Context: an optimization exercise on an open-source flow, tuned for small area and a short achievable clock period. The choices shown serve that exercise and are no tape-out recipe. Function was checked by simulation only, so behaviour that the tests miss may differ from the original. Power and IR drop assume default switching activity.

== xenon ==
==> flow/design.v <==
module FPadd (
    input         ADD_SUB,
    input  [31:0] FP_A,
    input  [31:0] FP_B,
    input         clk,
    output reg [31:0] FP_Z
);
    integer i, l;
    wire [7:0]  eA = FP_A[30:23], eB = FP_B[30:23];
    wire        zA = ~|eA, zB = ~|eB;
    wire        ffA = &eA, ffB = &eB;
    reg  [7:0]  elt, eeq;
    always @* begin
        elt = ~eA & eB;
        eeq = ~(eA ^ eB);
        for (l = 0; (1 << l) < 8; l = l + 1)
            for (i = 0; i < 8; i = i + 1)
                if (((i >> l) & 1) == 1) begin
                    elt[i] = elt[i] | (eeq[i] & elt[((i >> l) << l) - 1]);
                    eeq[i] = eeq[i] & eeq[((i >> l) << l) - 1];
                end
    end
    wire [4:0]  dAB = eA[4:0] - eB[4:0];
    wire        c   = zA ^ zB;
    wire [2:0]  hA = eA[7:5], hB = eB[7:5];
    wire        geAB = (eA[4:0] >= eB[4:0]), geBA = (eB[4:0] >= eA[4:0]);
    wire        h2AB = ({1'b0, hA} >= {1'b0, hB} + 4'd2), h2BA = ({1'b0, hB} >= {1'b0, hA} + 4'd2);
    wire        h1AB = ({1'b0, hA} == {1'b0, hB} + 4'd1), h1BA = ({1'b0, hB} == {1'b0, hA} + 4'd1);
    wire        zAB  = h2AB | (h1AB & geAB);
    wire        zBA  = h2BA | (h1BA & geBA);
    wire [23:0] mA = {~zA, FP_A[22:0]}, mB = {~zB, FP_B[22:0]};
    reg  [30:0] lt, eqv;
    always @* begin
        lt  = ~FP_A[30:0] & FP_B[30:0];
        eqv = ~(FP_A[30:0] ^ FP_B[30:0]);
        for (l = 0; (1 << l) < 31; l = l + 1)
            for (i = 0; i < 31; i = i + 1)
                if (((i >> l) & 1) == 1) begin
                    lt[i]  = lt[i] | (eqv[i] & lt[((i >> l) << l) - 1]);
                    eqv[i] = eqv[i] & eqv[((i >> l) << l) - 1];
                end
    end
    wire        swp = lt[30];
    wire        xB  = FP_B[31] ^ ~ADD_SUB;
    reg  [23:0] ma1, mb1;
    reg         sa1, sub1, c1, swp1, zab1, zba1, ii1;
    reg  [4:0]  dab1;
    reg  [7:0]  e1;
    always @(posedge clk) begin
        ma1   <= mA;
        mb1   <= mB;
        sa1   <= FP_A[31];
        sub1  <= FP_A[31] ^ xB;
        c1    <= c;
        swp1  <= swp;
        dab1  <= dAB[4:0];
        zab1  <= zAB;
        zba1  <= zBA;
        e1    <= elt[7] ? eB : eA;
        ii1   <= ffA & ffB & ~ADD_SUB;   
    end
    wire [23:0] L0  = swp1 ? mb1 : ma1;
    wire [23:0] S0  = swp1 ? (ma1 ^ {24{sub1}}) : (mb1 ^ {24{sub1}});
    wire [4:0]  sh  = swp1 ? (~dab1 + {4'd0, ~c1}) : (dab1 - {4'd0, c1});
    wire        shz = swp1 ? zba1 : zab1;
    wire [57:0] sw  = {{31{sub1}}, S0, {3{sub1}}} >> sh;
    wire [26:0] sal = shz ? {27{sub1}} : sw[26:0];
    reg  [23:0] l2;
    reg  [26:0] s2al;
    reg  [7:0]  e2;
    reg         sl2, sub2, nan2;
    always @(posedge clk) begin
        l2    <= L0;
        s2al  <= sal;
        e2    <= e1;
        sl2   <= sa1 ^ (swp1 & sub1);
        sub2  <= sub1;
        nan2  <= ii1 | ((e1 == 8'hFF) & |L0[22:0]);
    end
    wire [27:0] xo = {1'b0, l2, 3'b000};
    wire [27:0] yo = {sub2, s2al};
    reg  [27:0] g, p;
    always @* begin
        g = xo & yo;
        p = xo ^ yo;
        g[0] = g[0] | (p[0] & sub2);
        for (l = 0; (1 << l) < 28; l = l + 1)
            for (i = 0; i < 28; i = i + 1)
                if (((i >> l) & 1) == 1) begin
                    g[i] = g[i] | (p[i] & g[((i >> l) << l) - 1]);
                    p[i] = p[i] & p[((i >> l) << l) - 1];
                end
    end
    wire [27:0] M = (xo ^ yo) ^ {g[26:0], sub2};
    reg  [27:0] m3;
    reg  [7:0]  e3;
    reg         sl3, sub3, nan3;
    always @(posedge clk) begin
        m3   <= {M[27:1], 1'b0};
        e3   <= e2;
        sl3  <= sl2;
        sub3 <= sub2;
        nan3 <= nan2;
    end
    wire [31:0] w = {1'b0, m3[26:0], 1'b1, 3'b000};
    reg  [15:0] v1;  reg [15:0] c1l;
    reg  [7:0]  v2;  reg [15:0] c2l;
    reg  [3:0]  v3;  reg [11:0] c3l;
    reg  [1:0]  v4;  reg [7:0]  c4l;
    reg  [4:0]  cnt1;
    always @* begin
        for (i = 0; i < 16; i = i + 1) begin
            v1[i]  = w[2*i+1] | w[2*i];
            c1l[i] = ~w[2*i+1];
        end
        for (i = 0; i < 8; i = i + 1) begin
            v2[i] = v1[2*i+1] | v1[2*i];
            c2l[2*i+:2] = v1[2*i+1] ? {1'b0, c1l[2*i+1]} : {1'b1, c1l[2*i]};
        end
        for (i = 0; i < 4; i = i + 1) begin
            v3[i] = v2[2*i+1] | v2[2*i];
            c3l[3*i+:3] = v2[2*i+1] ? {1'b0, c2l[2*(2*i+1)+:2]} : {1'b1, c2l[2*(2*i)+:2]};
        end
        for (i = 0; i < 2; i = i + 1) begin
            v4[i] = v3[2*i+1] | v3[2*i];
            c4l[4*i+:4] = v3[2*i+1] ? {1'b0, c3l[3*(2*i+1)+:3]} : {1'b1, c3l[3*(2*i)+:3]};
        end
        cnt1 = v4[1] ? {1'b0, c4l[7:4]} : {1'b1, c4l[3:0]};
    end
    reg  [26:0] msk;
    always @* begin
        for (i = 0; i <= 26; i = i + 1)
            msk[i] = ({1'b0, e3} >= 9'd26 - i);
    end
    wire        zero = ~|m3;
    wire        top  = m3[27] | m3[26];
    wire        isDN = ~top & (e3 == 8'd1);
    wire        keep = top | (e3 == 8'd0) | isDN;
    wire        dnrm = ~|(m3[26:0] & msk);
    reg  [27:0] m4;
    reg  [4:0]  k4;
    reg  [7:0]  e4;
    reg         ez4, s4, nan4, inf4;
    always @(posedge clk) begin
        m4    <= m3;
        k4    <= m3[27] ? 5'd0 : keep ? 5'd1 : dnrm ? e3[4:0] : cnt1;
        e4    <= e3 + 8'd1;
        ez4   <= isDN | (~keep & dnrm) | zero;
        s4    <= sl3 & ~(sub3 & zero);
        nan4  <= nan3;
        inf4  <= (e3 == 8'hFF);   
    end
    wire [28:0] ml = {m4, 1'b0} << k4;
    wire [7:0]  en = ez4 ? 8'd0 : (e4 - {3'b000, k4});
    reg  [24:0] sig5;
    reg  [7:0]  e5;
    reg         s5, nan5, inf5;
    always @(posedge clk) begin
        sig5  <= ml[28:4];
        e5    <= en;
        s5    <= s4;
        nan5  <= nan4;
        inf5  <= inf4;
    end
    reg  [24:0] a;
    always @* begin
        a = sig5;
        for (l = 0; (1 << l) < 25; l = l + 1)
            for (i = 0; i < 25; i = i + 1)
                if (((i >> l) & 1) == 1)
                    a[i] = a[i] & a[((i >> l) << l) - 1];
    end
    wire [22:0] frac = sig5[23:1] ^ a[22:0];
    wire        rc   = a[24];
    wire [7:0]  ez   = rc ? (e5 + 8'd1) : e5;
    wire        infz = inf5 | (ez == 8'hFF);
    always @(posedge clk) begin
        if (nan5)
            FP_Z <= {s5, 8'hFF, 23'h400000};
        else if (infz)
            FP_Z <= {s5, 8'hFF, 23'h000000};
        else
            FP_Z <= {s5, ez, frac};
    end
endmodule
Settings: LEC_CHECK=0, ABC_AREA=1, CAP_MARGIN=20, CORE_MARGIN=2, CORE_UTILIZATION=40, CTS_BUF_LIST=sky130_fd_sc_hd__clkbuf_8, SETUP_SLACK_MARGIN=4.3, SLEW_MARGIN=20; clock period 7.0 ns.
standard.sh (not shown) runs the stock make flow with config.mk's settings and CLKGATE_MAP_FILE= SYNTH_SCRIPT=/design/flow/synth_recipe.tcl, a recipe that flattens the netlist after the stock synthesis.
==> flow/flow/run.sh <==
#!/bin/bash
# The standard layout (standard.sh: the standard ORFS synthesis through
# finish, unchanged) with two differences in how the layout is made:
#  - the buffers that global placement puts on every input and output port
#    are buf_2 cells instead of the default pick (clkdlybuf4s50_1, a slow
#    clock-delay cell);
#  - clock tree synthesis builds the tree from clkbuf_8 cells, clusters up to
#    16 flip-flops within 80 um on each leaf buffer, and inserts no dummy
#    loads.
# standard.sh's output goes to standard.log here; ORFS keeps each step's full
# log under orfs/logs/.
set -euo pipefail
cd "$(dirname "$0")/.."
export BUFFER_PORTS_ARGS="-buffer_cell sky130_fd_sc_hd__buf_2"
export CTS_ARGS="-sink_clustering_enable -repair_clock_nets -dont_use_dummy_load -buf_list sky130_fd_sc_hd__clkbuf_8 -sink_clustering_size 16 -sink_clustering_max_diameter 80"
bash standard.sh > standard.log 2>&1
xenon: flow completed, timing, DRC and antenna clean
--- input diff xenon..quartz ---
- removing ABC_AREA (formerly 1)
- changing SETUP_SLACK_MARGIN from 4.3 to 4.2
diff --git a/flow/flow/run.sh b/flow/flow/run.sh
--- a/flow/flow/run.sh
+++ b/flow/flow/run.sh
@@ -5,9 +5,5 @@
 #    are buf_2 cells instead of the default pick (clkdlybuf4s50_1, a slow
 #    clock-delay cell);
-#  - clock tree synthesis builds the tree from clkbuf_8 cells, clusters up to
-#    16 flip-flops within 80 um on each leaf buffer, and inserts no dummy
-#    loads.
-# standard.sh's output goes to standard.log here; ORFS keeps each step's full
-# log under orfs/logs/.
+#  - clock tree synthesis inserts no dummy loads.
 set -euo pipefail
 cd "$(dirname "$0")/.."
Findings:
Going from xenon to quartz, total design power decreased by 240 uW relative to the old numbers; hold buffer count at cts closely matched the old numbers; starting density of the core closely matched the old numbers; final period utilization increased by 3.5 points relative to the old numbers. Compared xenon against quartz; register area within noise.
Here is what was changed in the inputs of indigo compared with quartz.
- changing CAP_MARGIN from 20 to 0
- changing SLEW_MARGIN from 20 to 0
- changing SETUP_SLACK_MARGIN from 4.2 to 4.3
==> run notes <==
indigo: done, clean on timing, DRC and antenna
Total length of routed met2 wires is lower on quartz
Compared with quartz, placement density in the core of indigo is higher.
Per the comparison of indigo with quartz, via count of the first global-routing pass fell about 1.1%, relative max-transition margin shrank by 0.80 points, setup slack increased 0.060 ns, multiplexer fraction of the synthesized cell area roughly the same, number of cells in the design after placement shows no meaningful change.
quartz → indigo: maximum frequency picked up an extra about 2.3%, routed wire length now larger.
diff inputs: indigo => violet
- swapping 4.3 for 4.45 in SETUP_SLACK_MARGIN
- putting ABC_AREA at 1 where nothing was set
- swapping 0 for 20 in SLEW_MARGIN
- swapping 0 for 20 in CAP_MARGIN
diff --git a/flow/flow/run.sh b/flow/flow/run.sh
--- a/flow/flow/run.sh
+++ b/flow/flow/run.sh
@@ -5,5 +5,9 @@
 #    are buf_2 cells instead of the default pick (clkdlybuf4s50_1, a slow
 #    clock-delay cell);
-#  - clock tree synthesis inserts no dummy loads.
+#  - clock tree synthesis builds the tree from clkbuf_8 cells, clusters up to
+#    16 flip-flops within 80 um on each leaf buffer, and inserts no dummy
+#    loads.
+# standard.sh's output goes to standard.log here; ORFS keeps each step's full
+# log under orfs/logs/.
 set -euo pipefail
 cd "$(dirname "$0")/.."
### Flow results
The cell with the biggest individual delay on the critical path comes out dfxtp_1 in one run and or3_1 in the other, namely in violet and indigo respectively.
Taking violet over indigo, the number of instances in the synthesized netlist ratio works out to 1.4.
indigo → violet: clock buffer and inverter area fraction after layout held; placement row count went up 2; total number of tap cells higher.

==> what the ideal ports hide <==
In the flow no input, the clock included, has a driving cell. The finished layouts below were timed again as built, in two steps.
Step 1 assumes that a clkbuf_16 drives the clock port and a buf_2 every other input.
Step 2 also shifts input and output timing later by t, the mid clock arrival at the registers, as if the neighbouring blocks saw the same clock.
Slacks: no drivers / after step 1 / after step 2; pairs: no drivers / after step 1.
run	t (ns)	setup slack, ns	hold slack, ns	worst setup path at the end	worst slew at a driven data input, ns
xenon	0.612	4.552 / 4.545 / 3.959	0.335 / 0.335 / 0.335	input to register	0.04
quartz	0.569	4.309 / 4.312 / 3.763	0.323 / 0.323 / 0.323	input to register	0.03
indigo	0.583	4.369 / 4.369 / 3.832	0.330 / 0.330 / 0.330	input to register	0.03
violet	0.625	4.579 / 4.530 / 4.022	0.333 / 0.333 / 0.333	input to register	0.04
After both steps setup and hold are still met in every run listed. The setup slack of xenon, which loses most, moves by -0.007 ns with the drivers and by -0.593 ns with both steps.
